What follows belongs to an exercise in optimizing a design on an open flow for small area and a short achievable clock period; a production flow would make more cautious choices.
No functional check of the RTL was part of any run shown here.
No activity file was given, so power comes from the tool's default toggle rates.

## flow/design.v (module list and top-level ports; edited modules follow where they fit)
// module Systolic_array_00: 541 lines
// module Systolic_array_ma: 549 lines
// module Systolic_array_mb: 549 lines
// module Systolic_array_int_ma: 465 lines
// module Systolic_array_int_mb: 465 lines
// module mm_inv: 3 lines
// module mm_nand: 3 lines
// module mm_fa: 4 lines
// module mm_ha: 4 lines
// module Matrix_Multiplication: 62 lines
module Matrix_Multiplication (
  input clk, reset,
  input [7:0] a1, a2, a3, a4, b1, b2, b3, b4,
  output [16:0] c1, c2, c3, c4, c5, c6, c7, c8, c9, c10, c11, c12, c13, c14, c15, c16
);
  // ...
==> flow/flow/run.sh <==
#!/bin/bash
set -uo pipefail
export BUFFER_PORTS_ARGS="-buffer_cell sky130_fd_sc_hd__buf_1"
export CTS_ARGS="-sink_clustering_enable -repair_clock_nets -sink_clustering_size 24 -sink_clustering_max_diameter 150"
bash standard.sh > flow_standard.log 2>&1
==> flow/standard.sh <==
#!/bin/bash
# synth_recipe.tcl (not shown) runs the flow's synth.tcl, then flattens the netlist and writes it again
# the make line also repeats each setting of config.mk as NAME=value (left out here)
make -C /OpenROAD-flow-scripts/flow DESIGN_CONFIG=/design/flow/config.mk WORK_HOME=/design/flow/orfs CLKGATE_MAP_FILE= SYNTH_SCRIPT=/design/flow/synth_recipe.tcl "${@:-finish}"
==> flow/config.mk <==
export PLATFORM = sky130hd
export DESIGN_NAME = Matrix_Multiplication
export DESIGN_NICKNAME = Matrix_Multiplication
export VERILOG_FILES = /design/flow/design.v
export SDC_FILE = /design/flow/constraint.sdc
export NUM_CORES = 4
export LEC_CHECK = 0
export CAP_MARGIN = 20
export CORE_MARGIN = 2
export CORE_UTILIZATION = 40
export SETUP_SLACK_MARGIN = 2.0
export SLEW_MARGIN = 20
export SYNTH_HIERARCHICAL = 1
export SYNTH_MINIMUM_KEEP_SIZE = 0
==> flow/constraint.sdc <==
create_clock -name core_clock -period 6.5 [get_ports {clk}]
set_input_delay 1.3000 -clock core_clock [delete_from_list [all_inputs] [get_ports {clk}]]
set_output_delay 1.3000 -clock core_clock [all_outputs]
set_load 0.01 [all_outputs]
==> metrics.md, run 1 <==
| Metric | Value |
|---|---|
| HP Start | bd2_2[6]$_DFF_P_ |
| CTS Buf Count | 24 |
| # Taps | 1,403 |
| Worst min path class | register to register |
| Die height | 331 um |
| Syn. warnings | 12 |
| Seq_cells | 481 |
| Sequential cell area share | 23.5% |
| Multiplexer share of the synthesized area | 0% |
| Largest cells by area after synthesis | fa_1 (38%), dfrtp_1 (17%), ha_1 (11%) |
| Layout Area Growth over Synthesis | 10.3% |
| Adder-Cell Fraction of Synth Area | 49.7% |
| Largest class | multi-input gates |
| R2R depth | 18 |
| WL final | 117 mm |
| Register area share after synthesis | 25.8% |
| Outcome | complete, no violations |
| Clock root buffer | clkbuf_16 |
| Vias | 28,800 |
| Met3 Use GR | 4.48% |
| Switching Share | 47.7% |
| Reg2reg start | B6.valid$_DFF_PP0_ |
| Bufs w/o clock | 417 |
| Met2 routed WL | 55.3 mm |
| Hold Vio Cnt, Final | 0 |
| Number of diodes | 3 |
| Number of port buffers | 337 |
| Final instance area | 47,300 um^2 |
| Distinct cell type count after synthesis | 37 |
| CTS Buffer Depth | 3 |
| DP Area | 45,100 um^2 |
| Slew Limit Fails | 0 |
| P_comb | 16.0 mW |
| Sink Count | 481 |
| Met2 Usage GRT | 35.6% |
| Fin crit period | 4.36 ns |
==> module Systolic_array_ma, before the edit <==
module Systolic_array_ma (
    input clk, reset,
    input [7:0] in_a, in_b,
    input valid_in,   
    output reg [16:0] out_c
);
  wire [16:0] acc = out_c;
  reg valid;
  always @(posedge clk or posedge reset) begin
    if (reset)
      valid <= 1'b0;
    else
      valid <= valid_in;
  end
  wire [7:0] na, nb;   
  mm_nand ua0 (.a(in_a[0]), .b(valid), .y(na[0]));
  mm_inv ub0 (.a(in_b[0]), .y(nb[0]));
  mm_nand ua1 (.a(in_a[1]), .b(valid), .y(na[1]));
  mm_inv ub1 (.a(in_b[1]), .y(nb[1]));
  mm_nand ua2 (.a(in_a[2]), .b(valid), .y(na[2]));
  mm_inv ub2 (.a(in_b[2]), .y(nb[2]));
  mm_nand ua3 (.a(in_a[3]), .b(valid), .y(na[3]));
  mm_inv ub3 (.a(in_b[3]), .y(nb[3]));
  mm_nand ua4 (.a(in_a[4]), .b(valid), .y(na[4]));
  mm_inv ub4 (.a(in_b[4]), .y(nb[4]));
  mm_nand ua5 (.a(in_a[5]), .b(valid), .y(na[5]));
  mm_inv ub5 (.a(in_b[5]), .y(nb[5]));
  mm_nand ua6 (.a(in_a[6]), .b(valid), .y(na[6]));
  mm_inv ub6 (.a(in_b[6]), .y(nb[6]));
  mm_nand ua7 (.a(in_a[7]), .b(valid), .y(na[7]));
  mm_inv ub7 (.a(in_b[7]), .y(nb[7]));
  wire pp1;
  assign pp1 = ~(na[0] | nb[0]);
  wire pp2;
  assign pp2 = ~(na[0] | nb[1]);
  wire pp3;
  assign pp3 = ~(na[0] | nb[2]);
  wire pp4;
  assign pp4 = ~(na[0] | nb[3]);
  wire pp5;
  assign pp5 = ~(na[0] | nb[4]);
  wire pp6;
  assign pp6 = ~(na[0] | nb[5]);
  wire pp7;
  assign pp7 = ~(na[0] | nb[6]);
  wire pp8;
  assign pp8 = ~(na[0] | nb[7]);
  wire pp9;
  assign pp9 = ~(na[1] | nb[0]);
  wire pp10;
  assign pp10 = ~(na[1] | nb[1]);
  wire pp11;
  assign pp11 = ~(na[1] | nb[2]);
  wire pp12;
  assign pp12 = ~(na[1] | nb[3]);
  wire pp13;
  assign pp13 = ~(na[1] | nb[4]);
  wire pp14;
  assign pp14 = ~(na[1] | nb[5]);
  wire pp15;
  assign pp15 = ~(na[1] | nb[6]);
  wire pp16;
  assign pp16 = ~(na[1] | nb[7]);
  wire pp17;
  assign pp17 = ~(na[2] | nb[0]);
  wire pp18;
  assign pp18 = ~(na[2] | nb[1]);
  wire pp19;
  assign pp19 = ~(na[2] | nb[2]);
  wire pp20;
  assign pp20 = ~(na[2] | nb[3]);
  wire pp21;
  assign pp21 = ~(na[2] | nb[4]);
  wire pp22;
  assign pp22 = ~(na[2] | nb[5]);
  wire pp23;
  assign pp23 = ~(na[2] | nb[6]);
  wire pp24;
  assign pp24 = ~(na[2] | nb[7]);
  wire pp25;
  assign pp25 = ~(na[3] | nb[0]);
  wire pp26;
  assign pp26 = ~(na[3] | nb[1]);
  wire pp27;
  assign pp27 = ~(na[3] | nb[2]);
  wire pp28;
  assign pp28 = ~(na[3] | nb[3]);
  wire pp29;
  assign pp29 = ~(na[3] | nb[4]);
  wire pp30;
  assign pp30 = ~(na[3] | nb[5]);
  wire pp31;
  assign pp31 = ~(na[3] | nb[6]);
  wire pp32;
  assign pp32 = ~(na[3] | nb[7]);
  wire pp33;
  assign pp33 = ~(na[4] | nb[0]);
  wire pp34;
  assign pp34 = ~(na[4] | nb[1]);
  wire pp35;
  assign pp35 = ~(na[4] | nb[2]);
  wire pp36;
  assign pp36 = ~(na[4] | nb[3]);
  wire pp37;
  assign pp37 = ~(na[4] | nb[4]);
  wire pp38;
  assign pp38 = ~(na[4] | nb[5]);
  wire pp39;
  assign pp39 = ~(na[4] | nb[6]);
  wire pp40;
  assign pp40 = ~(na[4] | nb[7]);
  wire pp41;
  assign pp41 = ~(na[5] | nb[0]);
  wire pp42;
  assign pp42 = ~(na[5] | nb[1]);
  wire pp43;
  assign pp43 = ~(na[5] | nb[2]);
  wire pp44;
  assign pp44 = ~(na[5] | nb[3]);
  wire pp45;
  assign pp45 = ~(na[5] | nb[4]);
  wire pp46;
  assign pp46 = ~(na[5] | nb[5]);
  wire pp47;
  assign pp47 = ~(na[5] | nb[6]);
  wire pp48;
  assign pp48 = ~(na[5] | nb[7]);
  wire pp49;
  assign pp49 = ~(na[6] | nb[0]);
  wire pp50;
  assign pp50 = ~(na[6] | nb[1]);
  wire pp51;
  assign pp51 = ~(na[6] | nb[2]);
  wire pp52;
  assign pp52 = ~(na[6] | nb[3]);
  wire pp53;
  assign pp53 = ~(na[6] | nb[4]);
  wire pp54;
  assign pp54 = ~(na[6] | nb[5]);
  wire pp55;
  assign pp55 = ~(na[6] | nb[6]);
  wire pp56;
  assign pp56 = ~(na[6] | nb[7]);
  wire pp57;
  assign pp57 = ~(na[7] | nb[0]);
  wire pp58;
  assign pp58 = ~(na[7] | nb[1]);
  wire pp59;
  assign pp59 = ~(na[7] | nb[2]);
  wire pp60;
  assign pp60 = ~(na[7] | nb[3]);
  wire pp61;
  assign pp61 = ~(na[7] | nb[4]);
  wire pp62;
  assign pp62 = ~(na[7] | nb[5]);
  wire pp63;
  assign pp63 = ~(na[7] | nb[6]);
  wire pp64;
  assign pp64 = ~(na[7] | nb[7]);
  wire s65;
  wire k66;
  mm_ha u66 (.a(acc[5]), .b(pp6), .s(s65), .co(k66));
  wire s67;
  wire k68;
  mm_fa u68 (.a(acc[6]), .b(pp7), .c(pp14), .s(s67), .co(k68));
  wire s69;
  wire k70;
  mm_ha u70 (.a(pp21), .b(pp28), .s(s69), .co(k70));
  wire s71;
  wire k72;
  mm_fa u72 (.a(acc[7]), .b(pp8), .c(pp15), .s(s71), .co(k72));
  wire s73;
  wire k74;
  mm_fa u74 (.a(pp22), .b(pp29), .c(pp36), .s(s73), .co(k74));
  wire s75;
  wire k76;
  mm_ha u76 (.a(pp43), .b(pp50), .s(s75), .co(k76));
  wire s77;
  wire k78;
  mm_fa u78 (.a(acc[8]), .b(pp16), .c(pp23), .s(s77), .co(k78));
  wire s79;
  wire k80;
  mm_fa u80 (.a(pp30), .b(pp37), .c(pp44), .s(s79), .co(k80));
  wire s81;
  wire k82;
  mm_ha u82 (.a(pp51), .b(pp58), .s(s81), .co(k82));
  wire s83;
  wire k84;
  mm_fa u84 (.a(acc[9]), .b(pp24), .c(pp31), .s(s83), .co(k84));
  wire s85;
  wire k86;
  mm_fa u86 (.a(pp38), .b(pp45), .c(pp52), .s(s85), .co(k86));
  wire s87;
  wire k88;
  mm_fa u88 (.a(acc[10]), .b(pp32), .c(pp39), .s(s87), .co(k88));
  wire s89;
  wire k90;
  mm_ha u90 (.a(acc[3]), .b(pp4), .s(s89), .co(k90));
  wire s91;
  wire k92;
  mm_fa u92 (.a(acc[4]), .b(pp5), .c(pp12), .s(s91), .co(k92));
  wire s93;
  wire k94;
  mm_ha u94 (.a(pp19), .b(pp26), .s(s93), .co(k94));
  wire s95;
  wire k96;
  mm_fa u96 (.a(pp13), .b(pp20), .c(pp27), .s(s95), .co(k96));
  wire s97;
  wire k98;
  mm_fa u98 (.a(pp34), .b(pp41), .c(s65), .s(s97), .co(k98));
  wire s99;
  wire k100;
  mm_fa u100 (.a(pp35), .b(pp42), .c(pp49), .s(s99), .co(k100));
  wire s101;
  wire k102;
  mm_fa u102 (.a(k66), .b(s69), .c(s67), .s(s101), .co(k102));
  wire s103;
  wire k104;
  mm_fa u104 (.a(pp57), .b(k70), .c(s75), .s(s103), .co(k104));
  wire s105;
  wire k106;
  mm_fa u106 (.a(k68), .b(s71), .c(s73), .s(s105), .co(k106));
  wire s107;
  wire k108;
  mm_fa u108 (.a(k76), .b(s81), .c(k72), .s(s107), .co(k108));
  wire s109;
  wire k110;
  mm_fa u110 (.a(k74), .b(s77), .c(s79), .s(s109), .co(k110));
  wire s111;
  wire k112;
  mm_fa u112 (.a(pp59), .b(k82), .c(k78), .s(s111), .co(k112));
  wire s113;
  wire k114;
  mm_fa u114 (.a(k80), .b(s83), .c(s85), .s(s113), .co(k114));
  wire s115;
  wire k116;
  mm_fa u116 (.a(pp46), .b(pp53), .c(pp60), .s(s115), .co(k116));
  wire s117;
  wire k118;
  mm_fa u118 (.a(k84), .b(k86), .c(s87), .s(s117), .co(k118));
  wire s119;
  wire k120;
  mm_fa u120 (.a(acc[11]), .b(pp40), .c(pp47), .s(s119), .co(k120));
  wire s121;
  wire k122;
  mm_fa u122 (.a(pp54), .b(pp61), .c(k88), .s(s121), .co(k122));
  wire s123;
  wire k124;
  mm_fa u124 (.a(acc[12]), .b(pp48), .c(pp55), .s(s123), .co(k124));
  wire s125;
  wire k126;
  mm_ha u126 (.a(acc[2]), .b(pp3), .s(s125), .co(k126));
  wire s127;
  wire k128;
  mm_fa u128 (.a(pp11), .b(pp18), .c(pp25), .s(s127), .co(k128));
  wire s129;
  wire k130;
  mm_fa u130 (.a(pp33), .b(k90), .c(s93), .s(s129), .co(k130));
  wire s131;
  wire k132;
  mm_fa u132 (.a(k94), .b(k92), .c(s95), .s(s131), .co(k132));
  wire s133;
  wire k134;
  mm_fa u134 (.a(k96), .b(s99), .c(k98), .s(s133), .co(k134));
  wire s135;
  wire k136;
  mm_fa u136 (.a(k100), .b(s103), .c(k102), .s(s135), .co(k136));
  wire s137;
  wire k138;
  mm_fa u138 (.a(k104), .b(s107), .c(k106), .s(s137), .co(k138));
  wire s139;
  wire k140;
  mm_fa u140 (.a(k108), .b(s111), .c(k110), .s(s139), .co(k140));
  wire s141;
  wire k142;
  mm_fa u142 (.a(s115), .b(k112), .c(k114), .s(s141), .co(k142));
  wire s143;
  wire k144;
  mm_fa u144 (.a(k116), .b(s119), .c(s121), .s(s143), .co(k144));
  wire s145;
  wire k146;
  mm_fa u146 (.a(pp62), .b(k120), .c(s123), .s(s145), .co(k146));
  wire s147;
  wire k148;
  mm_fa u148 (.a(acc[13]), .b(pp56), .c(pp63), .s(s147), .co(k148));
  wire s149;
  wire k150;
  mm_ha u150 (.a(acc[1]), .b(pp2), .s(s149), .co(k150));
  wire s151;
  wire k152;
  mm_fa u152 (.a(pp10), .b(pp17), .c(s125), .s(s151), .co(k152));
  wire s153;
  wire k154;
  mm_fa u154 (.a(k126), .b(s89), .c(s127), .s(s153), .co(k154));
  wire s155;
  wire k156;
  mm_fa u156 (.a(k128), .b(s91), .c(s129), .s(s155), .co(k156));
  wire s157;
  wire k158;
  mm_fa u158 (.a(k130), .b(s97), .c(s131), .s(s157), .co(k158));
  wire s159;
  wire k160;
  mm_fa u160 (.a(k132), .b(s101), .c(s133), .s(s159), .co(k160));
  wire s161;
  wire k162;
  mm_fa u162 (.a(s105), .b(k134), .c(s135), .s(s161), .co(k162));
  wire s163;
  wire k164;
  mm_fa u164 (.a(s109), .b(k136), .c(s137), .s(s163), .co(k164));
  wire s165;
  wire k166;
  mm_fa u166 (.a(s113), .b(k138), .c(s139), .s(s165), .co(k166));
  wire s167;
  wire k168;
  mm_fa u168 (.a(s117), .b(k140), .c(s141), .s(s167), .co(k168));
  wire s169;
  wire k170;
  mm_fa u170 (.a(k118), .b(k142), .c(s143), .s(s169), .co(k170));
  wire s171;
  wire k172;
  mm_fa u172 (.a(k122), .b(s145), .c(k144), .s(s171), .co(k172));
  wire s173;
  wire k174;
  mm_fa u174 (.a(k124), .b(s147), .c(k146), .s(s173), .co(k174));
  wire s175;
  wire k176;
  mm_fa u176 (.a(acc[14]), .b(pp64), .c(k148), .s(s175), .co(k176));
  wire s177;
  wire k178;
  mm_ha u178 (.a(acc[0]), .b(pp1), .s(s177), .co(k178));
  wire s179;
  wire k180;
  mm_fa u180 (.a(pp9), .b(k178), .c(s149), .s(s179), .co(k180));
  wire s181;
  wire k182;
  mm_fa u182 (.a(k150), .b(k180), .c(s151), .s(s181), .co(k182));
  wire s183;
  wire k184;
  mm_ha u184 (.a(s153), .b(k152), .s(s183), .co(k184));
  wire s185;
  wire k186;
  mm_ha u186 (.a(s155), .b(k154), .s(s185), .co(k186));
  wire s187;
  wire k188;
  mm_ha u188 (.a(s157), .b(k156), .s(s187), .co(k188));
  wire s189;
  wire k190;
  mm_ha u190 (.a(s159), .b(k158), .s(s189), .co(k190));
  wire s191;
  wire k192;
  mm_ha u192 (.a(s161), .b(k160), .s(s191), .co(k192));
  wire s193;
  wire k194;
  mm_ha u194 (.a(s163), .b(k162), .s(s193), .co(k194));
  wire s195;
  wire k196;
  mm_ha u196 (.a(s165), .b(k164), .s(s195), .co(k196));
  wire s197;
  wire k198;
  mm_ha u198 (.a(s167), .b(k166), .s(s197), .co(k198));
  wire s199;
  wire k200;
  mm_ha u200 (.a(s169), .b(k168), .s(s199), .co(k200));
  wire s201;
  wire k202;
  mm_ha u202 (.a(s171), .b(k170), .s(s201), .co(k202));
  wire s203;
  wire k204;
  mm_ha u204 (.a(s173), .b(k172), .s(s203), .co(k204));
  wire s205;
  wire k206;
  mm_ha u206 (.a(s175), .b(k174), .s(s205), .co(k206));
  wire s207;
  wire k208;
  mm_ha u208 (.a(acc[15]), .b(k176), .s(s207), .co(k208));
  wire g209;
  assign g209 = k184 | (s183 & k182);
  wire g210;
  assign g210 = k186 | (s185 & g209);
  wire p211;
  assign p211 = s185 & s183;
  wire g212;
  assign g212 = k188 | (s187 & k186);
  wire p213;
  assign p213 = s187 & s185;
  wire g214;
  assign g214 = k190 | (s189 & k188);
  wire p215;
  assign p215 = s189 & s187;
  wire g216;
  assign g216 = k192 | (s191 & k190);
  wire p217;
  assign p217 = s191 & s189;
  wire g218;
  assign g218 = k194 | (s193 & k192);
  wire p219;
  assign p219 = s193 & s191;
  wire g220;
  assign g220 = k196 | (s195 & k194);
  wire p221;
  assign p221 = s195 & s193;
  wire g222;
  assign g222 = k198 | (s197 & k196);
  wire p223;
  assign p223 = s197 & s195;
  wire g224;
  assign g224 = k200 | (s199 & k198);
  wire p225;
  assign p225 = s199 & s197;
  wire g226;
  assign g226 = k202 | (s201 & k200);
  wire p227;
  assign p227 = s201 & s199;
  wire g228;
  assign g228 = k204 | (s203 & k202);
  wire p229;
  assign p229 = s203 & s201;
  wire g230;
  assign g230 = k206 | (s205 & k204);
  wire p231;
  assign p231 = s205 & s203;
  wire g232;
  assign g232 = k208 | (s207 & k206);
  wire p233;
  assign p233 = s207 & s205;
  wire g234;
  assign g234 = 1'b0 | (acc[16] & k208);
  wire p235;
  assign p235 = acc[16] & s207;
  wire g236;
  assign g236 = g212 | (p213 & g209);
  wire p237;
  assign p237 = p213 & s183;
  wire g238;
  assign g238 = g214 | (p215 & g210);
  wire p239;
  assign p239 = p215 & p211;
  wire g240;
  assign g240 = g216 | (p217 & g212);
  wire p241;
  assign p241 = p217 & p213;
  wire g242;
  assign g242 = g218 | (p219 & g214);
  wire p243;
  assign p243 = p219 & p215;
  wire g244;
  assign g244 = g220 | (p221 & g216);
  wire p245;
  assign p245 = p221 & p217;
  wire g246;
  assign g246 = g222 | (p223 & g218);
  wire p247;
  assign p247 = p223 & p219;
  wire g248;
  assign g248 = g224 | (p225 & g220);
  wire p249;
  assign p249 = p225 & p221;
  wire g250;
  assign g250 = g226 | (p227 & g222);
  wire p251;
  assign p251 = p227 & p223;
  wire g252;
  assign g252 = g228 | (p229 & g224);
  wire p253;
  assign p253 = p229 & p225;
  wire g254;
  assign g254 = g230 | (p231 & g226);
  wire p255;
  assign p255 = p231 & p227;
  wire g256;
  assign g256 = g232 | (p233 & g228);
  wire p257;
  assign p257 = p233 & p229;
  wire g258;
  assign g258 = g234 | (p235 & g230);
  wire p259;
  assign p259 = p235 & p231;
  wire g260;
  assign g260 = g240 | (p241 & g209);
  wire p261;
  assign p261 = p241 & s183;
  wire g262;
  assign g262 = g242 | (p243 & g210);
  wire p263;
  assign p263 = p243 & p211;
  wire g264;
  assign g264 = g244 | (p245 & g236);
  wire p265;
  assign p265 = p245 & p237;
  wire g266;
  assign g266 = g246 | (p247 & g238);
  wire p267;
  assign p267 = p247 & p239;
  wire g268;
  assign g268 = g248 | (p249 & g240);
  wire p269;
  assign p269 = p249 & p241;
  wire g270;
  assign g270 = g250 | (p251 & g242);
  wire p271;
  assign p271 = p251 & p243;
  wire g272;
  assign g272 = g252 | (p253 & g244);
  wire p273;
  assign p273 = p253 & p245;
  wire g274;
  assign g274 = g254 | (p255 & g246);
  wire p275;
  assign p275 = p255 & p247;
  wire g276;
  assign g276 = g256 | (p257 & g248);
  wire p277;
  assign p277 = p257 & p249;
  wire g278;
  assign g278 = g258 | (p259 & g250);
  wire p279;
  assign p279 = p259 & p251;
  wire g280;
  assign g280 = g268 | (p269 & g209);
  wire p281;
  assign p281 = p269 & s183;
  wire g282;
  assign g282 = g270 | (p271 & g210);
  wire p283;
  assign p283 = p271 & p211;
  wire g284;
  assign g284 = g272 | (p273 & g236);
  wire p285;
  assign p285 = p273 & p237;
  wire g286;
  assign g286 = g274 | (p275 & g238);
  wire p287;
  assign p287 = p275 & p239;
  wire g288;
  assign g288 = g276 | (p277 & g260);
  wire p289;
  assign p289 = p277 & p261;
  wire g290;
  assign g290 = g278 | (p279 & g262);
  wire p291;
  assign p291 = p279 & p263;
  wire [16:0] sum = {(acc[16] ^ g288), (s207 ^ g286), (s205 ^ g284), (s203 ^ g282), (s201 ^ g280), (s199 ^ g266), (s197 ^ g264), (s195 ^ g262), (s193 ^ g260), (s191 ^ g238), (s189 ^ g236), (s187 ^ g210), (s185 ^ g209), (s183 ^ k182), s181, s179, s177};
  always @(posedge clk or posedge reset) begin
    if (reset)
      out_c <= 17'b0;
    else
      out_c <= sum;
  end
endmodule
==> module Systolic_array_mb, before the edit <==
module Systolic_array_mb (
    input clk, reset,
    input [7:0] in_a, in_b,
    input valid_in,   
    output reg [16:0] out_c
);
  wire [16:0] acc = out_c;
  reg valid;
  always @(posedge clk or posedge reset) begin
    if (reset)
      valid <= 1'b0;
    else
      valid <= valid_in;
  end
  wire [7:0] na, nb;   
  mm_inv ua0 (.a(in_a[0]), .y(na[0]));
  mm_nand ub0 (.a(in_b[0]), .b(valid), .y(nb[0]));
  mm_inv ua1 (.a(in_a[1]), .y(na[1]));
  mm_nand ub1 (.a(in_b[1]), .b(valid), .y(nb[1]));
  mm_inv ua2 (.a(in_a[2]), .y(na[2]));
  mm_nand ub2 (.a(in_b[2]), .b(valid), .y(nb[2]));
  mm_inv ua3 (.a(in_a[3]), .y(na[3]));
  mm_nand ub3 (.a(in_b[3]), .b(valid), .y(nb[3]));
  mm_inv ua4 (.a(in_a[4]), .y(na[4]));
  mm_nand ub4 (.a(in_b[4]), .b(valid), .y(nb[4]));
  mm_inv ua5 (.a(in_a[5]), .y(na[5]));
  mm_nand ub5 (.a(in_b[5]), .b(valid), .y(nb[5]));
  mm_inv ua6 (.a(in_a[6]), .y(na[6]));
  mm_nand ub6 (.a(in_b[6]), .b(valid), .y(nb[6]));
  mm_inv ua7 (.a(in_a[7]), .y(na[7]));
  mm_nand ub7 (.a(in_b[7]), .b(valid), .y(nb[7]));
  wire pp1;
  assign pp1 = ~(na[0] | nb[0]);
  wire pp2;
  assign pp2 = ~(na[0] | nb[1]);
  wire pp3;
  assign pp3 = ~(na[0] | nb[2]);
  wire pp4;
  assign pp4 = ~(na[0] | nb[3]);
  wire pp5;
  assign pp5 = ~(na[0] | nb[4]);
  wire pp6;
  assign pp6 = ~(na[0] | nb[5]);
  wire pp7;
  assign pp7 = ~(na[0] | nb[6]);
  wire pp8;
  assign pp8 = ~(na[0] | nb[7]);
  wire pp9;
  assign pp9 = ~(na[1] | nb[0]);
  wire pp10;
  assign pp10 = ~(na[1] | nb[1]);
  wire pp11;
  assign pp11 = ~(na[1] | nb[2]);
  wire pp12;
  assign pp12 = ~(na[1] | nb[3]);
  wire pp13;
  assign pp13 = ~(na[1] | nb[4]);
  wire pp14;
  assign pp14 = ~(na[1] | nb[5]);
  wire pp15;
  assign pp15 = ~(na[1] | nb[6]);
  wire pp16;
  assign pp16 = ~(na[1] | nb[7]);
  wire pp17;
  assign pp17 = ~(na[2] | nb[0]);
  wire pp18;
  assign pp18 = ~(na[2] | nb[1]);
  wire pp19;
  assign pp19 = ~(na[2] | nb[2]);
  wire pp20;
  assign pp20 = ~(na[2] | nb[3]);
  wire pp21;
  assign pp21 = ~(na[2] | nb[4]);
  wire pp22;
  assign pp22 = ~(na[2] | nb[5]);
  wire pp23;
  assign pp23 = ~(na[2] | nb[6]);
  wire pp24;
  assign pp24 = ~(na[2] | nb[7]);
  wire pp25;
  assign pp25 = ~(na[3] | nb[0]);
  wire pp26;
  assign pp26 = ~(na[3] | nb[1]);
  wire pp27;
  assign pp27 = ~(na[3] | nb[2]);
  wire pp28;
  assign pp28 = ~(na[3] | nb[3]);
  wire pp29;
  assign pp29 = ~(na[3] | nb[4]);
  wire pp30;
  assign pp30 = ~(na[3] | nb[5]);
  wire pp31;
  assign pp31 = ~(na[3] | nb[6]);
  wire pp32;
  assign pp32 = ~(na[3] | nb[7]);
  wire pp33;
  assign pp33 = ~(na[4] | nb[0]);
  wire pp34;
  assign pp34 = ~(na[4] | nb[1]);
  wire pp35;
  assign pp35 = ~(na[4] | nb[2]);
  wire pp36;
  assign pp36 = ~(na[4] | nb[3]);
  wire pp37;
  assign pp37 = ~(na[4] | nb[4]);
  wire pp38;
  assign pp38 = ~(na[4] | nb[5]);
  wire pp39;
  assign pp39 = ~(na[4] | nb[6]);
  wire pp40;
  assign pp40 = ~(na[4] | nb[7]);
  wire pp41;
  assign pp41 = ~(na[5] | nb[0]);
  wire pp42;
  assign pp42 = ~(na[5] | nb[1]);
  wire pp43;
  assign pp43 = ~(na[5] | nb[2]);
  wire pp44;
  assign pp44 = ~(na[5] | nb[3]);
  wire pp45;
  assign pp45 = ~(na[5] | nb[4]);
  wire pp46;
  assign pp46 = ~(na[5] | nb[5]);
  wire pp47;
  assign pp47 = ~(na[5] | nb[6]);
  wire pp48;
  assign pp48 = ~(na[5] | nb[7]);
  wire pp49;
  assign pp49 = ~(na[6] | nb[0]);
  wire pp50;
  assign pp50 = ~(na[6] | nb[1]);
  wire pp51;
  assign pp51 = ~(na[6] | nb[2]);
  wire pp52;
  assign pp52 = ~(na[6] | nb[3]);
  wire pp53;
  assign pp53 = ~(na[6] | nb[4]);
  wire pp54;
  assign pp54 = ~(na[6] | nb[5]);
  wire pp55;
  assign pp55 = ~(na[6] | nb[6]);
  wire pp56;
  assign pp56 = ~(na[6] | nb[7]);
  wire pp57;
  assign pp57 = ~(na[7] | nb[0]);
  wire pp58;
  assign pp58 = ~(na[7] | nb[1]);
  wire pp59;
  assign pp59 = ~(na[7] | nb[2]);
  wire pp60;
  assign pp60 = ~(na[7] | nb[3]);
  wire pp61;
  assign pp61 = ~(na[7] | nb[4]);
  wire pp62;
  assign pp62 = ~(na[7] | nb[5]);
  wire pp63;
  assign pp63 = ~(na[7] | nb[6]);
  wire pp64;
  assign pp64 = ~(na[7] | nb[7]);
  wire s65;
  wire k66;
  mm_ha u66 (.a(acc[5]), .b(pp6), .s(s65), .co(k66));
  wire s67;
  wire k68;
  mm_fa u68 (.a(acc[6]), .b(pp7), .c(pp14), .s(s67), .co(k68));
  wire s69;
  wire k70;
  mm_ha u70 (.a(pp21), .b(pp28), .s(s69), .co(k70));
  wire s71;
  wire k72;
  mm_fa u72 (.a(acc[7]), .b(pp8), .c(pp15), .s(s71), .co(k72));
  wire s73;
  wire k74;
  mm_fa u74 (.a(pp22), .b(pp29), .c(pp36), .s(s73), .co(k74));
  wire s75;
  wire k76;
  mm_ha u76 (.a(pp43), .b(pp50), .s(s75), .co(k76));
  wire s77;
  wire k78;
  mm_fa u78 (.a(acc[8]), .b(pp16), .c(pp23), .s(s77), .co(k78));
  wire s79;
  wire k80;
  mm_fa u80 (.a(pp30), .b(pp37), .c(pp44), .s(s79), .co(k80));
  wire s81;
  wire k82;
  mm_ha u82 (.a(pp51), .b(pp58), .s(s81), .co(k82));
  wire s83;
  wire k84;
  mm_fa u84 (.a(acc[9]), .b(pp24), .c(pp31), .s(s83), .co(k84));
  wire s85;
  wire k86;
  mm_fa u86 (.a(pp38), .b(pp45), .c(pp52), .s(s85), .co(k86));
  wire s87;
  wire k88;
  mm_fa u88 (.a(acc[10]), .b(pp32), .c(pp39), .s(s87), .co(k88));
  wire s89;
  wire k90;
  mm_ha u90 (.a(acc[3]), .b(pp4), .s(s89), .co(k90));
  wire s91;
  wire k92;
  mm_fa u92 (.a(acc[4]), .b(pp5), .c(pp12), .s(s91), .co(k92));
  wire s93;
  wire k94;
  mm_ha u94 (.a(pp19), .b(pp26), .s(s93), .co(k94));
  wire s95;
  wire k96;
  mm_fa u96 (.a(pp13), .b(pp20), .c(pp27), .s(s95), .co(k96));
  wire s97;
  wire k98;
  mm_fa u98 (.a(pp34), .b(pp41), .c(s65), .s(s97), .co(k98));
  wire s99;
  wire k100;
  mm_fa u100 (.a(pp35), .b(pp42), .c(pp49), .s(s99), .co(k100));
  wire s101;
  wire k102;
  mm_fa u102 (.a(k66), .b(s69), .c(s67), .s(s101), .co(k102));
  wire s103;
  wire k104;
  mm_fa u104 (.a(pp57), .b(k70), .c(s75), .s(s103), .co(k104));
  wire s105;
  wire k106;
  mm_fa u106 (.a(k68), .b(s71), .c(s73), .s(s105), .co(k106));
  wire s107;
  wire k108;
  mm_fa u108 (.a(k76), .b(s81), .c(k72), .s(s107), .co(k108));
  wire s109;
  wire k110;
  mm_fa u110 (.a(k74), .b(s77), .c(s79), .s(s109), .co(k110));
  wire s111;
  wire k112;
  mm_fa u112 (.a(pp59), .b(k82), .c(k78), .s(s111), .co(k112));
  wire s113;
  wire k114;
  mm_fa u114 (.a(k80), .b(s83), .c(s85), .s(s113), .co(k114));
  wire s115;
  wire k116;
  mm_fa u116 (.a(pp46), .b(pp53), .c(pp60), .s(s115), .co(k116));
  wire s117;
  wire k118;
  mm_fa u118 (.a(k84), .b(k86), .c(s87), .s(s117), .co(k118));
  wire s119;
  wire k120;
  mm_fa u120 (.a(acc[11]), .b(pp40), .c(pp47), .s(s119), .co(k120));
  wire s121;
  wire k122;
  mm_fa u122 (.a(pp54), .b(pp61), .c(k88), .s(s121), .co(k122));
  wire s123;
  wire k124;
  mm_fa u124 (.a(acc[12]), .b(pp48), .c(pp55), .s(s123), .co(k124));
  wire s125;
  wire k126;
  mm_ha u126 (.a(acc[2]), .b(pp3), .s(s125), .co(k126));
  wire s127;
  wire k128;
  mm_fa u128 (.a(pp11), .b(pp18), .c(pp25), .s(s127), .co(k128));
  wire s129;
  wire k130;
  mm_fa u130 (.a(pp33), .b(k90), .c(s93), .s(s129), .co(k130));
  wire s131;
  wire k132;
  mm_fa u132 (.a(k94), .b(k92), .c(s95), .s(s131), .co(k132));
  wire s133;
  wire k134;
  mm_fa u134 (.a(k96), .b(s99), .c(k98), .s(s133), .co(k134));
  wire s135;
  wire k136;
  mm_fa u136 (.a(k100), .b(s103), .c(k102), .s(s135), .co(k136));
  wire s137;
  wire k138;
  mm_fa u138 (.a(k104), .b(s107), .c(k106), .s(s137), .co(k138));
  wire s139;
  wire k140;
  mm_fa u140 (.a(k108), .b(s111), .c(k110), .s(s139), .co(k140));
  wire s141;
  wire k142;
  mm_fa u142 (.a(s115), .b(k112), .c(k114), .s(s141), .co(k142));
  wire s143;
  wire k144;
  mm_fa u144 (.a(k116), .b(s119), .c(s121), .s(s143), .co(k144));
  wire s145;
  wire k146;
  mm_fa u146 (.a(pp62), .b(k120), .c(s123), .s(s145), .co(k146));
  wire s147;
  wire k148;
  mm_fa u148 (.a(acc[13]), .b(pp56), .c(pp63), .s(s147), .co(k148));
  wire s149;
  wire k150;
  mm_ha u150 (.a(acc[1]), .b(pp2), .s(s149), .co(k150));
  wire s151;
  wire k152;
  mm_fa u152 (.a(pp10), .b(pp17), .c(s125), .s(s151), .co(k152));
  wire s153;
  wire k154;
  mm_fa u154 (.a(k126), .b(s89), .c(s127), .s(s153), .co(k154));
  wire s155;
  wire k156;
  mm_fa u156 (.a(k128), .b(s91), .c(s129), .s(s155), .co(k156));
  wire s157;
  wire k158;
  mm_fa u158 (.a(k130), .b(s97), .c(s131), .s(s157), .co(k158));
  wire s159;
  wire k160;
  mm_fa u160 (.a(k132), .b(s101), .c(s133), .s(s159), .co(k160));
  wire s161;
  wire k162;
  mm_fa u162 (.a(s105), .b(k134), .c(s135), .s(s161), .co(k162));
  wire s163;
  wire k164;
  mm_fa u164 (.a(s109), .b(k136), .c(s137), .s(s163), .co(k164));
  wire s165;
  wire k166;
  mm_fa u166 (.a(s113), .b(k138), .c(s139), .s(s165), .co(k166));
  wire s167;
  wire k168;
  mm_fa u168 (.a(s117), .b(k140), .c(s141), .s(s167), .co(k168));
  wire s169;
  wire k170;
  mm_fa u170 (.a(k118), .b(k142), .c(s143), .s(s169), .co(k170));
  wire s171;
  wire k172;
  mm_fa u172 (.a(k122), .b(s145), .c(k144), .s(s171), .co(k172));
  wire s173;
  wire k174;
  mm_fa u174 (.a(k124), .b(s147), .c(k146), .s(s173), .co(k174));
  wire s175;
  wire k176;
  mm_fa u176 (.a(acc[14]), .b(pp64), .c(k148), .s(s175), .co(k176));
  wire s177;
  wire k178;
  mm_ha u178 (.a(acc[0]), .b(pp1), .s(s177), .co(k178));
  wire s179;
  wire k180;
  mm_fa u180 (.a(pp9), .b(k178), .c(s149), .s(s179), .co(k180));
  wire s181;
  wire k182;
  mm_fa u182 (.a(k150), .b(k180), .c(s151), .s(s181), .co(k182));
  wire s183;
  wire k184;
  mm_ha u184 (.a(s153), .b(k152), .s(s183), .co(k184));
  wire s185;
  wire k186;
  mm_ha u186 (.a(s155), .b(k154), .s(s185), .co(k186));
  wire s187;
  wire k188;
  mm_ha u188 (.a(s157), .b(k156), .s(s187), .co(k188));
  wire s189;
  wire k190;
  mm_ha u190 (.a(s159), .b(k158), .s(s189), .co(k190));
  wire s191;
  wire k192;
  mm_ha u192 (.a(s161), .b(k160), .s(s191), .co(k192));
  wire s193;
  wire k194;
  mm_ha u194 (.a(s163), .b(k162), .s(s193), .co(k194));
  wire s195;
  wire k196;
  mm_ha u196 (.a(s165), .b(k164), .s(s195), .co(k196));
  wire s197;
  wire k198;
  mm_ha u198 (.a(s167), .b(k166), .s(s197), .co(k198));
  wire s199;
  wire k200;
  mm_ha u200 (.a(s169), .b(k168), .s(s199), .co(k200));
  wire s201;
  wire k202;
  mm_ha u202 (.a(s171), .b(k170), .s(s201), .co(k202));
  wire s203;
  wire k204;
  mm_ha u204 (.a(s173), .b(k172), .s(s203), .co(k204));
  wire s205;
  wire k206;
  mm_ha u206 (.a(s175), .b(k174), .s(s205), .co(k206));
  wire s207;
  wire k208;
  mm_ha u208 (.a(acc[15]), .b(k176), .s(s207), .co(k208));
  wire g209;
  assign g209 = k184 | (s183 & k182);
  wire g210;
  assign g210 = k186 | (s185 & g209);
  wire p211;
  assign p211 = s185 & s183;
  wire g212;
  assign g212 = k188 | (s187 & k186);
  wire p213;
  assign p213 = s187 & s185;
  wire g214;
  assign g214 = k190 | (s189 & k188);
  wire p215;
  assign p215 = s189 & s187;
  wire g216;
  assign g216 = k192 | (s191 & k190);
  wire p217;
  assign p217 = s191 & s189;
  wire g218;
  assign g218 = k194 | (s193 & k192);
  wire p219;
  assign p219 = s193 & s191;
  wire g220;
  assign g220 = k196 | (s195 & k194);
  wire p221;
  assign p221 = s195 & s193;
  wire g222;
  assign g222 = k198 | (s197 & k196);
  wire p223;
  assign p223 = s197 & s195;
  wire g224;
  assign g224 = k200 | (s199 & k198);
  wire p225;
  assign p225 = s199 & s197;
  wire g226;
  assign g226 = k202 | (s201 & k200);
  wire p227;
  assign p227 = s201 & s199;
  wire g228;
  assign g228 = k204 | (s203 & k202);
  wire p229;
  assign p229 = s203 & s201;
  wire g230;
  assign g230 = k206 | (s205 & k204);
  wire p231;
  assign p231 = s205 & s203;
  wire g232;
  assign g232 = k208 | (s207 & k206);
  wire p233;
  assign p233 = s207 & s205;
  wire g234;
  assign g234 = 1'b0 | (acc[16] & k208);
  wire p235;
  assign p235 = acc[16] & s207;
  wire g236;
  assign g236 = g212 | (p213 & g209);
  wire p237;
  assign p237 = p213 & s183;
  wire g238;
  assign g238 = g214 | (p215 & g210);
  wire p239;
  assign p239 = p215 & p211;
  wire g240;
  assign g240 = g216 | (p217 & g212);
  wire p241;
  assign p241 = p217 & p213;
  wire g242;
  assign g242 = g218 | (p219 & g214);
  wire p243;
  assign p243 = p219 & p215;
  wire g244;
  assign g244 = g220 | (p221 & g216);
  wire p245;
  assign p245 = p221 & p217;
  wire g246;
  assign g246 = g222 | (p223 & g218);
  wire p247;
  assign p247 = p223 & p219;
  wire g248;
  assign g248 = g224 | (p225 & g220);
  wire p249;
  assign p249 = p225 & p221;
  wire g250;
  assign g250 = g226 | (p227 & g222);
  wire p251;
  assign p251 = p227 & p223;
  wire g252;
  assign g252 = g228 | (p229 & g224);
  wire p253;
  assign p253 = p229 & p225;
  wire g254;
  assign g254 = g230 | (p231 & g226);
  wire p255;
  assign p255 = p231 & p227;
  wire g256;
  assign g256 = g232 | (p233 & g228);
  wire p257;
  assign p257 = p233 & p229;
  wire g258;
  assign g258 = g234 | (p235 & g230);
  wire p259;
  assign p259 = p235 & p231;
  wire g260;
  assign g260 = g240 | (p241 & g209);
  wire p261;
  assign p261 = p241 & s183;
  wire g262;
  assign g262 = g242 | (p243 & g210);
  wire p263;
  assign p263 = p243 & p211;
  wire g264;
  assign g264 = g244 | (p245 & g236);
  wire p265;
  assign p265 = p245 & p237;
  wire g266;
  assign g266 = g246 | (p247 & g238);
  wire p267;
  assign p267 = p247 & p239;
  wire g268;
  assign g268 = g248 | (p249 & g240);
  wire p269;
  assign p269 = p249 & p241;
  wire g270;
  assign g270 = g250 | (p251 & g242);
  wire p271;
  assign p271 = p251 & p243;
  wire g272;
  assign g272 = g252 | (p253 & g244);
  wire p273;
  assign p273 = p253 & p245;
  wire g274;
  assign g274 = g254 | (p255 & g246);
  wire p275;
  assign p275 = p255 & p247;
  wire g276;
  assign g276 = g256 | (p257 & g248);
  wire p277;
  assign p277 = p257 & p249;
  wire g278;
  assign g278 = g258 | (p259 & g250);
  wire p279;
  assign p279 = p259 & p251;
  wire g280;
  assign g280 = g268 | (p269 & g209);
  wire p281;
  assign p281 = p269 & s183;
  wire g282;
  assign g282 = g270 | (p271 & g210);
  wire p283;
  assign p283 = p271 & p211;
  wire g284;
  assign g284 = g272 | (p273 & g236);
  wire p285;
  assign p285 = p273 & p237;
  wire g286;
  assign g286 = g274 | (p275 & g238);
  wire p287;
  assign p287 = p275 & p239;
  wire g288;
  assign g288 = g276 | (p277 & g260);
  wire p289;
  assign p289 = p277 & p261;
  wire g290;
  assign g290 = g278 | (p279 & g262);
  wire p291;
  assign p291 = p279 & p263;
  wire [16:0] sum = {(acc[16] ^ g288), (s207 ^ g286), (s205 ^ g284), (s203 ^ g282), (s201 ^ g280), (s199 ^ g266), (s197 ^ g264), (s195 ^ g262), (s193 ^ g260), (s191 ^ g238), (s189 ^ g236), (s187 ^ g210), (s185 ^ g209), (s183 ^ k182), s181, s179, s177};
  always @(posedge clk or posedge reset) begin
    if (reset)
      out_c <= 17'b0;
    else
      out_c <= sum;
  end
endmodule
==> module Matrix_Multiplication, before the edit <==
module Matrix_Multiplication (
  input clk, reset,
  input [7:0] a1, a2, a3, a4, b1, b2, b3, b4,
  output [16:0] c1, c2, c3, c4, c5, c6, c7, c8, c9, c10, c11, c12, c13, c14, c15, c16
);
  reg [7:0] ad1_0, ad1_1, ad1_2, ad1_3, ad2_0, ad2_1, ad2_2, ad2_3, ad3_0, ad3_1, ad3_2, ad3_3;
  reg [7:0] bd1_0, bd1_1, bd1_2, bd1_3, bd2_0, bd2_1, bd2_2, bd2_3, bd3_0, bd3_1, bd3_2, bd3_3;
  wire [7:0] ad0_0 = a1, ad0_1 = a2, ad0_2 = a3, ad0_3 = a4;
  wire [7:0] bd0_0 = b1, bd0_1 = b2, bd0_2 = b3, bd0_3 = b4;
  reg v1, v2;
  always @(posedge clk or posedge reset) begin
    if (reset) begin
      v1 <= 1'b0;
      v2 <= 1'b0;
    end else begin
      v1 <= 1'b1;
      v2 <= v1;
    end
  end
  always @(posedge clk) begin
    ad1_0 <= ad0_0;
    ad1_1 <= ad0_1;
    ad1_2 <= ad0_2;
    ad1_3 <= ad0_3;
    ad2_0 <= ad1_0;
    ad2_1 <= ad1_1;
    ad2_2 <= ad1_2;
    ad2_3 <= ad1_3;
    ad3_0 <= ad2_0;
    ad3_1 <= ad2_1;
    ad3_2 <= ad2_2;
    ad3_3 <= ad2_3;
    bd1_0 <= bd0_0;
    bd1_1 <= bd0_1;
    bd1_2 <= bd0_2;
    bd1_3 <= bd0_3;
    bd2_0 <= bd1_0;
    bd2_1 <= bd1_1;
    bd2_2 <= bd1_2;
    bd2_3 <= bd1_3;
    bd3_0 <= bd2_0;
    bd3_1 <= bd2_1;
    bd3_2 <= bd2_2;
    bd3_3 <= bd2_3;
  end
  Systolic_array_00 B1 (.clk(clk), .reset(reset), .in_a(ad0_0), .in_b(bd0_0), .out_c(c1));
  Systolic_array_mb B2 (.clk(clk), .reset(reset), .valid_in(1'b1), .in_a(ad0_1), .in_b(bd1_0), .out_c(c2));
  Systolic_array_mb B3 (.clk(clk), .reset(reset), .valid_in(v1), .in_a(ad0_2), .in_b(bd2_0), .out_c(c3));
  Systolic_array_mb B4 (.clk(clk), .reset(reset), .valid_in(v2), .in_a(ad0_3), .in_b(bd3_0), .out_c(c4));
  Systolic_array_ma B5 (.clk(clk), .reset(reset), .valid_in(1'b1), .in_a(ad1_0), .in_b(bd0_1), .out_c(c5));
  Systolic_array_int_ma B6 (.clk(clk), .reset(reset), .valid_in(1'b1), .in_a(ad1_1), .in_b(bd1_1), .out_c(c6));
  Systolic_array_int_mb B7 (.clk(clk), .reset(reset), .valid_in(v1), .in_a(ad1_2), .in_b(bd2_1), .out_c(c7));
  Systolic_array_int_mb B8 (.clk(clk), .reset(reset), .valid_in(v2), .in_a(ad1_3), .in_b(bd3_1), .out_c(c8));
  Systolic_array_ma B9 (.clk(clk), .reset(reset), .valid_in(v1), .in_a(ad2_0), .in_b(bd0_2), .out_c(c9));
  Systolic_array_int_ma B10 (.clk(clk), .reset(reset), .valid_in(v1), .in_a(ad2_1), .in_b(bd1_2), .out_c(c10));
  Systolic_array_int_ma B11 (.clk(clk), .reset(reset), .valid_in(v1), .in_a(ad2_2), .in_b(bd2_2), .out_c(c11));
  Systolic_array_int_mb B12 (.clk(clk), .reset(reset), .valid_in(v2), .in_a(ad2_3), .in_b(bd3_2), .out_c(c12));
  Systolic_array_ma B13 (.clk(clk), .reset(reset), .valid_in(v2), .in_a(ad3_0), .in_b(bd0_3), .out_c(c13));
  Systolic_array_int_ma B14 (.clk(clk), .reset(reset), .valid_in(v2), .in_a(ad3_1), .in_b(bd1_3), .out_c(c14));
  Systolic_array_int_ma B15 (.clk(clk), .reset(reset), .valid_in(v2), .in_a(ad3_2), .in_b(bd2_3), .out_c(c15));
  Systolic_array_int_ma B16 (.clk(clk), .reset(reset), .valid_in(v2), .in_a(ad3_3), .in_b(bd3_3), .out_c(c16));
endmodule
==> run 2, diff against run 1 <==
--- a/flow/design.v
+++ b/flow/design.v
@@ -537,27 +537,20 @@
       out_c <= 17'b0;
     else
       out_c <= sum;
   end
 endmodule
 module Systolic_array_ma (
     input clk, reset,
     input [7:0] in_a, in_b,
-    input valid_in,   
+    input valid,   
     output reg [16:0] out_c
 );
   wire [16:0] acc = out_c;
-  reg valid;
-  always @(posedge clk or posedge reset) begin
-    if (reset)
-      valid <= 1'b0;
-    else
-      valid <= valid_in;
-  end
   wire [7:0] na, nb;   
   mm_nand ua0 (.a(in_a[0]), .b(valid), .y(na[0]));
   mm_inv ub0 (.a(in_b[0]), .y(nb[0]));
   mm_nand ua1 (.a(in_a[1]), .b(valid), .y(na[1]));
   mm_inv ub1 (.a(in_b[1]), .y(nb[1]));
   mm_nand ua2 (.a(in_a[2]), .b(valid), .y(na[2]));
   mm_inv ub2 (.a(in_b[2]), .y(nb[2]));
   mm_nand ua3 (.a(in_a[3]), .b(valid), .y(na[3]));
@@ -1086,27 +1079,20 @@
       out_c <= 17'b0;
     else
       out_c <= sum;
   end
 endmodule
 module Systolic_array_mb (
     input clk, reset,
     input [7:0] in_a, in_b,
-    input valid_in,   
+    input valid,   
     output reg [16:0] out_c
 );
   wire [16:0] acc = out_c;
-  reg valid;
-  always @(posedge clk or posedge reset) begin
-    if (reset)
-      valid <= 1'b0;
-    else
-      valid <= valid_in;
-  end
   wire [7:0] na, nb;   
   mm_inv ua0 (.a(in_a[0]), .y(na[0]));
   mm_nand ub0 (.a(in_b[0]), .b(valid), .y(nb[0]));
   mm_inv ua1 (.a(in_a[1]), .y(na[1]));
   mm_nand ub1 (.a(in_b[1]), .b(valid), .y(nb[1]));
   mm_inv ua2 (.a(in_a[2]), .y(na[2]));
   mm_nand ub2 (.a(in_b[2]), .b(valid), .y(nb[2]));
   mm_inv ua3 (.a(in_a[3]), .y(na[3]));
@@ -1635,27 +1621,20 @@
       out_c <= 17'b0;
     else
       out_c <= sum;
   end
 endmodule
 module Systolic_array_int_ma (
     input clk, reset,
     input [7:0] in_a, in_b,
-    input valid_in,   
+    input valid,   
     output reg [16:0] out_c
 );
   wire [16:0] acc = out_c;
-  reg valid;
-  always @(posedge clk or posedge reset) begin
-    if (reset)
-      valid <= 1'b0;
-    else
-      valid <= valid_in;
-  end
   wire [7:0] na, nb;   
   mm_nand ua0 (.a(in_a[0]), .b(valid), .y(na[0]));
   mm_inv ub0 (.a(in_b[0]), .y(nb[0]));
   mm_nand ua1 (.a(in_a[1]), .b(valid), .y(na[1]));
   mm_inv ub1 (.a(in_b[1]), .y(nb[1]));
   mm_nand ua2 (.a(in_a[2]), .b(valid), .y(na[2]));
   mm_inv ub2 (.a(in_b[2]), .y(nb[2]));
   mm_nand ua3 (.a(in_a[3]), .b(valid), .y(na[3]));
@@ -2100,27 +2079,20 @@
       out_c <= 17'b0;
     else
       out_c <= sum;
   end
 endmodule
 module Systolic_array_int_mb (
     input clk, reset,
     input [7:0] in_a, in_b,
-    input valid_in,   
+    input valid,   
     output reg [16:0] out_c
 );
   wire [16:0] acc = out_c;
-  reg valid;
-  always @(posedge clk or posedge reset) begin
-    if (reset)
-      valid <= 1'b0;
-    else
-      valid <= valid_in;
-  end
   wire [7:0] na, nb;   
   mm_inv ua0 (.a(in_a[0]), .y(na[0]));
   mm_nand ub0 (.a(in_b[0]), .b(valid), .y(nb[0]));
   mm_inv ua1 (.a(in_a[1]), .y(na[1]));
   mm_nand ub1 (.a(in_b[1]), .b(valid), .y(nb[1]));
   mm_inv ua2 (.a(in_a[2]), .y(na[2]));
   mm_nand ub2 (.a(in_b[2]), .b(valid), .y(nb[2]));
   mm_inv ua3 (.a(in_a[3]), .y(na[3]));
@@ -2586,23 +2558,42 @@
   input [7:0] a1, a2, a3, a4, b1, b2, b3, b4,
   output [16:0] c1, c2, c3, c4, c5, c6, c7, c8, c9, c10, c11, c12, c13, c14, c15, c16
 );
   reg [7:0] ad1_0, ad1_1, ad1_2, ad1_3, ad2_0, ad2_1, ad2_2, ad2_3, ad3_0, ad3_1, ad3_2, ad3_3;
   reg [7:0] bd1_0, bd1_1, bd1_2, bd1_3, bd2_0, bd2_1, bd2_2, bd2_3, bd3_0, bd3_1, bd3_2, bd3_3;
   wire [7:0] ad0_0 = a1, ad0_1 = a2, ad0_2 = a3, ad0_3 = a4;
   wire [7:0] bd0_0 = b1, bd0_1 = b2, bd0_2 = b3, bd0_3 = b4;
   reg v1, v2;
+  reg v1_0, v1_1, v2_0, v2_1, v2_2, v3_0, v3_1, v3_2, v3_3;
   always @(posedge clk or posedge reset) begin
     if (reset) begin
       v1 <= 1'b0;
       v2 <= 1'b0;
+      v1_0 <= 1'b0;
+      v1_1 <= 1'b0;
+      v2_0 <= 1'b0;
+      v2_1 <= 1'b0;
+      v2_2 <= 1'b0;
+      v3_0 <= 1'b0;
+      v3_1 <= 1'b0;
+      v3_2 <= 1'b0;
+      v3_3 <= 1'b0;
     end else begin
       v1 <= 1'b1;
       v2 <= v1;
+      v1_0 <= 1'b1;
+      v1_1 <= 1'b1;
+      v2_0 <= v1;
+      v2_1 <= v1;
+      v2_2 <= v1;
+      v3_0 <= v2;
+      v3_1 <= v2;
+      v3_2 <= v2;
+      v3_3 <= v2;
     end
   end
   always @(posedge clk) begin
     ad1_0 <= ad0_0;
     ad1_1 <= ad0_1;
     ad1_2 <= ad0_2;
     ad1_3 <= ad0_3;
     ad2_0 <= ad1_0;
@@ -2622,24 +2613,24 @@
     bd2_2 <= bd1_2;
     bd2_3 <= bd1_3;
     bd3_0 <= bd2_0;
     bd3_1 <= bd2_1;
     bd3_2 <= bd2_2;
     bd3_3 <= bd2_3;
   end
   Systolic_array_00 B1 (.clk(clk), .reset(reset), .in_a(ad0_0), .in_b(bd0_0), .out_c(c1));
-  Systolic_array_mb B2 (.clk(clk), .reset(reset), .valid_in(1'b1), .in_a(ad0_1), .in_b(bd1_0), .out_c(c2));
-  Systolic_array_mb B3 (.clk(clk), .reset(reset), .valid_in(v1), .in_a(ad0_2), .in_b(bd2_0), .out_c(c3));
-  Systolic_array_mb B4 (.clk(clk), .reset(reset), .valid_in(v2), .in_a(ad0_3), .in_b(bd3_0), .out_c(c4));
-  Systolic_array_ma B5 (.clk(clk), .reset(reset), .valid_in(1'b1), .in_a(ad1_0), .in_b(bd0_1), .out_c(c5));
-  Systolic_array_int_ma B6 (.clk(clk), .reset(reset), .valid_in(1'b1), .in_a(ad1_1), .in_b(bd1_1), .out_c(c6));
-  Systolic_array_int_mb B7 (.clk(clk), .reset(reset), .valid_in(v1), .in_a(ad1_2), .in_b(bd2_1), .out_c(c7));
-  Systolic_array_int_mb B8 (.clk(clk), .reset(reset), .valid_in(v2), .in_a(ad1_3), .in_b(bd3_1), .out_c(c8));
-  Systolic_array_ma B9 (.clk(clk), .reset(reset), .valid_in(v1), .in_a(ad2_0), .in_b(bd0_2), .out_c(c9));
-  Systolic_array_int_ma B10 (.clk(clk), .reset(reset), .valid_in(v1), .in_a(ad2_1), .in_b(bd1_2), .out_c(c10));
-  Systolic_array_int_ma B11 (.clk(clk), .reset(reset), .valid_in(v1), .in_a(ad2_2), .in_b(bd2_2), .out_c(c11));
-  Systolic_array_int_mb B12 (.clk(clk), .reset(reset), .valid_in(v2), .in_a(ad2_3), .in_b(bd3_2), .out_c(c12));
-  Systolic_array_ma B13 (.clk(clk), .reset(reset), .valid_in(v2), .in_a(ad3_0), .in_b(bd0_3), .out_c(c13));
-  Systolic_array_int_ma B14 (.clk(clk), .reset(reset), .valid_in(v2), .in_a(ad3_1), .in_b(bd1_3), .out_c(c14));
-  Systolic_array_int_ma B15 (.clk(clk), .reset(reset), .valid_in(v2), .in_a(ad3_2), .in_b(bd2_3), .out_c(c15));
-  Systolic_array_int_ma B16 (.clk(clk), .reset(reset), .valid_in(v2), .in_a(ad3_3), .in_b(bd3_3), .out_c(c16));
+  Systolic_array_mb B2 (.clk(clk), .reset(reset), .valid(v1_0), .in_a(ad0_1), .in_b(bd1_0), .out_c(c2));
+  Systolic_array_mb B3 (.clk(clk), .reset(reset), .valid(v2_0), .in_a(ad0_2), .in_b(bd2_0), .out_c(c3));
+  Systolic_array_mb B4 (.clk(clk), .reset(reset), .valid(v3_0), .in_a(ad0_3), .in_b(bd3_0), .out_c(c4));
+  Systolic_array_ma B5 (.clk(clk), .reset(reset), .valid(v1_0), .in_a(ad1_0), .in_b(bd0_1), .out_c(c5));
+  Systolic_array_int_ma B6 (.clk(clk), .reset(reset), .valid(v1_1), .in_a(ad1_1), .in_b(bd1_1), .out_c(c6));
+  Systolic_array_int_mb B7 (.clk(clk), .reset(reset), .valid(v2_0), .in_a(ad1_2), .in_b(bd2_1), .out_c(c7));
+  Systolic_array_int_mb B8 (.clk(clk), .reset(reset), .valid(v3_0), .in_a(ad1_3), .in_b(bd3_1), .out_c(c8));
+  Systolic_array_ma B9 (.clk(clk), .reset(reset), .valid(v2_1), .in_a(ad2_0), .in_b(bd0_2), .out_c(c9));
+  Systolic_array_int_ma B10 (.clk(clk), .reset(reset), .valid(v2_1), .in_a(ad2_1), .in_b(bd1_2), .out_c(c10));
+  Systolic_array_int_ma B11 (.clk(clk), .reset(reset), .valid(v2_2), .in_a(ad2_2), .in_b(bd2_2), .out_c(c11));
+  Systolic_array_int_mb B12 (.clk(clk), .reset(reset), .valid(v3_1), .in_a(ad2_3), .in_b(bd3_2), .out_c(c12));
+  Systolic_array_ma B13 (.clk(clk), .reset(reset), .valid(v3_1), .in_a(ad3_0), .in_b(bd0_3), .out_c(c13));
+  Systolic_array_int_ma B14 (.clk(clk), .reset(reset), .valid(v3_2), .in_a(ad3_1), .in_b(bd1_3), .out_c(c14));
+  Systolic_array_int_ma B15 (.clk(clk), .reset(reset), .valid(v3_2), .in_a(ad3_2), .in_b(bd2_3), .out_c(c15));
+  Systolic_array_int_ma B16 (.clk(clk), .reset(reset), .valid(v3_3), .in_a(ad3_3), .in_b(bd3_3), .out_c(c16));
 endmodule
==> run 2 against run 1 <==
  * Still clean on timing, DRC and antenna
  * Wire length up 4.6%
  * Worst hold slack got worse by 0.0040 ns
  * Utilization rose by 2.6 points
  * Cell count rose by 0.34%
  * Sequential cell count decreased by 14
  * Clock skew fell by 0.014 ns
  * Critical path type unchanged
  * Largest cell class unchanged
==> metrics.md, run 2 <==
| Metric | Value |
|---|---|
| Row count | 119 (was 120) |
| First-pass GRT wire length | 189 mm (was 185 mm) |
| Fin crit period | 4.56 ns (was 4.36 ns) |
| Pre-antenna DRT Iters | 26 (was 8) |
| CTS Buf Count | 24 (unchanged) |
| DP Area | 44,700 um^2 (was 45,100 um^2) |
| Register area share after synthesis | 25.2% (was 25.8%) |
| Slew Limit Fails | 0 (unchanged) |
| Routed Antenna Nets | 0 (unchanged) |
| Post-DP HPWL | 97.6 mm (was 98.2 mm) |
| Final Wtd Congestion | 0.903 (was 0.882) |
| Share of layout cells above drive strength 1 | 14.5% (was 9.71%) |
| Outcome | complete, no violations (unchanged) |
| Reg2reg start | v2_0$_DFF_PP0_ (was B6.valid$_DFF_PP0_) |
| Post-Syn Instances | 3,968 (was 3,982) |
| Final setup fails | 0 (unchanged) |
| Area of the core | 105,000 um^2 (was 107,000 um^2) |
| Share of the synthesized area in the top cell type | 38.5% (was 38.2%) |
| Place WS | 1.27 ns (was 1.45 ns) |
| Post-CTS Hold Buffers | 0 (unchanged) |
| CP arrival | 5.12 ns (was 4.89 ns) |
| Crit. Startpoint | v2_0$_DFF_PP0_ (was B6.valid$_DFF_PP0_) |
| Clock root buffer | clkbuf_16 (unchanged) |
| Die W | 330 um (was 331 um) |
| Async SR Flop Fraction | 58.9% (was 60.1%) |
| WS Path Type | register to register (unchanged) |
| Largest net degree at the start of global routing | 26 (unchanged) |
| Dpl cells | 5,422 (was 5,448) |
| Die height | 330 um (was 331 um) |
| Worst Clk Skew | 0.0214 ns (was 0.0351 ns) |
| Synth top cells by count | nor2_1 (1,099), fa_1 (818), ha_1 (393), dfrtp_1 (275), clkbuf_1 (256) (was nor2_1 (1,099), fa_1 (818), ha_1 (393), dfrtp_1 (289), clkbuf_1 (256)) |
| Syn. warnings | 12 (unchanged) |
| Vias/cell | 5.21 (was 5.17) |
| Most frequent cells in the layout | nor2_1 (1,010), fa_1 (771), buf_1 (330) (was nor2_1 (1,054), fa_1 (784), ha_1 (363)) |
| Peak VDD IR | 0.000442 V (was 0.000524 V) |
| Ports | 338 (unchanged) |
| Seq cells post-synth | 467 (was 481) |
| Top FF cell, synth | dfrtp_1 (unchanged) |
| Hold WS | 0.338 ns (was 0.342 ns) |
| CTS Buffer Depth | 3 (unchanged) |
| Setup TNS | 0 ns (unchanged) |
| Worst-path maximum fanout | 6 (was 5) |
| Leak | 23.2 nW (was 22.7 nW) |
| Initial antenna violation count | 17 (was 23) |
| Most common cell in the netlist | nor2_1 (unchanged) |
| Fillers | 9,705 (was 10,100) |
| WL/cell | 21.8 um (was 20.9 um) |
| Clock transition at the registers of the reported paths | 0.11 ns (about the same) |
| Worst-Margin Slew | 0.769 ns (was 1.04 ns) |
| Tcrit/Tclk final | 70.2% (was 67.1%) |
| Non-filler instance count after layout | 5,594 (was 5,575) |
| WL final | 122 mm (was 117 mm) |
| Initial DRC Count | 1,794 (was 1,641) |
| Worst Setup Start Kind | register (unchanged) |
| Clock Latency Late Sink | 0.63 ns (about the same) |
| Max cap viols | 0 (unchanged) |
| Distinct cell type count after synthesis | 37 (unchanged) |
| Power Density | 501 nW/um^2 (was 488 nW/um^2) |
| Largest cells by area after synthesis | fa_1 (39%), dfrtp_1 (16%), ha_1 (12%) (was fa_1 (38%), dfrtp_1 (17%), ha_1 (11%)) |
| Mapped cell area | 42,500 um^2 (was 42,900 um^2) |
| Global route total overflow | 0 (unchanged) |
| Area leader, netlist | fa_1 (unchanged) |
| Number of port buffers | 337 (unchanged) |
| Layout Area Growth over Synthesis | 16.4% (was 10.3%) |
| Vias in the first global route | 31,500 (was 31,400) |
| EDFF count, synth | 0 (unchanged) |
| Critical path required time | 7.06 ns (was 7.03 ns) |
| R2R depth | 21 (was 18) |
| H-Tree Depth | 1 (unchanged) |
| Syn_area_per_cell | 10.7 um^2 (was 10.8 um^2) |
| RSZ-0062 raised after global routing | true (unchanged) |
| Hold Crit Depth | 0 (unchanged) |
| HP Start | bd1_1[5]$_DFF_P_ (was bd2_2[6]$_DFF_P_) |
| Starting Density | 40.3% (was 40.2%) |
| Layout Nets | 5,461 (was 5,428) |
| Relative slew slack | 48.7% (was 30.8%) |
| Hold Vio Cnt, Final | 0 (unchanged) |
| Setup WS post-layout | 1.94 ns (was 2.14 ns) |
| Nature of the critical path endpoint | register (unchanged) |
| Sink Count | 467 (was 481) |
| TritonCTS clock tree | done (unchanged) |
| Number of remaining DRC errors | 0 (unchanged) |
| Vias | 29,100 (was 28,800) |
| Most common cell after layout, fill and taps aside | nor2_1 (unchanged) |
| GRT Total Usage | 22.8% (was 21.8%) |
| Max frequency | 219 MHz (was 229 MHz) |
| Die Area | 109,000 um^2 (was 110,000 um^2) |
| Final instance area | 49,500 um^2 (was 47,300 um^2) |
| Worst min path class | register to register (unchanged) |
-- run 2: area by class of cell --
type                    instances  area (um^2)  share of cell area, %
multi-input cells            3071        32900                   66.5
flip-flops and latches        467        10700                   21.7
repair buffers                467         2760                   5.59
well taps                    1391         1740                   3.52
clock buffers                  41          727                   1.47
inverters                     153          574                   1.16
clock inverters                 3         35.0                 0.0708
diodes                          1         2.50                0.00506
-- run 2: logic make-up after synthesis --
family / share of synthesized area, %
other: 0.00882
and+or+nand+nor: 13.3
buffers and inverters: 3.86
xor gates and xnor gates: 2.70
AOI/OAI and AO/OA: 4.81
DFF: 25.2
adders and majority gates: 50.1
-- run 2: modules after synthesis, one instance, submodules excluded --
module,flip-flops and latches,times used,cells inside,area [um^2]
mm_fa,0,818,1,20.0
mm_ha,0,334,1,12.5
Matrix_Multiplication,195,1,197,3930
Systolic_array_mb,17,3,164,1170
mm_nand,0,120,1,3.75
mm_inv,0,136,1,3.75
Systolic_array_int_ma,17,6,135,987
Systolic_array_00,17,1,164,1170
Systolic_array_int_mb,17,3,135,987
Systolic_array_ma,17,3,164,1170
-- run 2: power by group --
group          internal [mW]  total [mW]  switching, mW  leakage (nW)
logic                   8.17        17.7           9.50          18.0
clock network          0.783        1.90           1.12         0.369
registers               4.12        5.22           1.10          4.83
-- run 2: path summary, 6_finish.rpt --
path	endpoint	slack, ns
setup / recovery	B7.out_c[14]$_DFF_PP0_	1.94
hold / removal	bd2_1[5]$_DFF_P_	0.34
setup reg to reg	B7.out_c[14]$_DFF_PP0_	1.94
hold reg to reg	bd2_1[5]$_DFF_P_	0.34
max in group asynchronous	B8.out_c[12]$_DFF_PP0_	4.71
min in group asynchronous	v2_0$_DFF_PP0_	1.01
-- run 2: worst max-delay path, stage by stage, from the launching register on --
cell and delay, ns:
dfrtp_4 0.52, buf_12 0.14, buf_16 0.16, buf_8 0.14
nand2_8 0.06, buf_4 0.15, nor2_1 0.05, ha_1 0.30
fa_1 0.50, fa_1 0.45, fa_2 0.38, ha_4 0.16
or2_4 0.25, ha_4 0.16, o211ai_1 0.17, nand2_1 0.11
a41o_1 0.24, nand2_1 0.09, nand2_2 0.07, ha_4 0.16
nor2_2 0.08, xnor2_1 0.12
-- run 2: metal layers --
layer / GRT usage [%] / vias up / part of all wire (%)
met5: 0 / - / 0.099
met4: 6.16 / 20 / 3.2
met3: 4.59 / 160 / 6.4
met2: 38.1 / 810 / 49
met1: 30.2 / 15200 / 41
li1: - / 13000 / -
-- run 2: repair_timing --
action	in CTS	in global routing
setup buffers	68	52
gates resized for setup	312	298
pin swaps	121	140
gates cloned	5	2
endpoints found under the setup margin	109	103
-- run 2: metrics by stage --
step	utilization, %	power (mW)
finish	46.9	24.8
global route	46.9	27.3
CTS	45.1	23.6
detailed placement	42.4	20.7
global placement	42.4	20.4
floorplan	-	16.7

afterwards: timing with drivers on the ports:
Ports are ideal in the flow. The routed layouts listed here were re-timed in OpenROAD. Step 1 sets driving cells, clkbuf_16 on the clock port and buf_2 on the other inputs (assumed; they add their load-dependent delay and slew). Step 2 times the ports against the registers' clock, not the clock port: input delays grow and output delays shrink by t, the midpoint of the rising clock arrivals with the driver on. Slacks: no drivers / after step 1 / after step 2; pairs: no drivers / after step 1.
run	shift t [ns]	setup slack, ns	hold slack, ns	worst setup path at the end	pins driven straight from the clock port
run 1	0.677	2.138 / 2.138 / 1.527	0.342 / 0.342 / 0.342	input to register	1
run 2	0.689	1.937 / 1.937 / 1.404	0.338 / 0.338 / 0.338	input to register	1
After both steps every run listed still meets setup and hold. The setup slack of run 1, which loses most, moves by 0.000 ns with the drivers and by -0.611 ns with both steps.
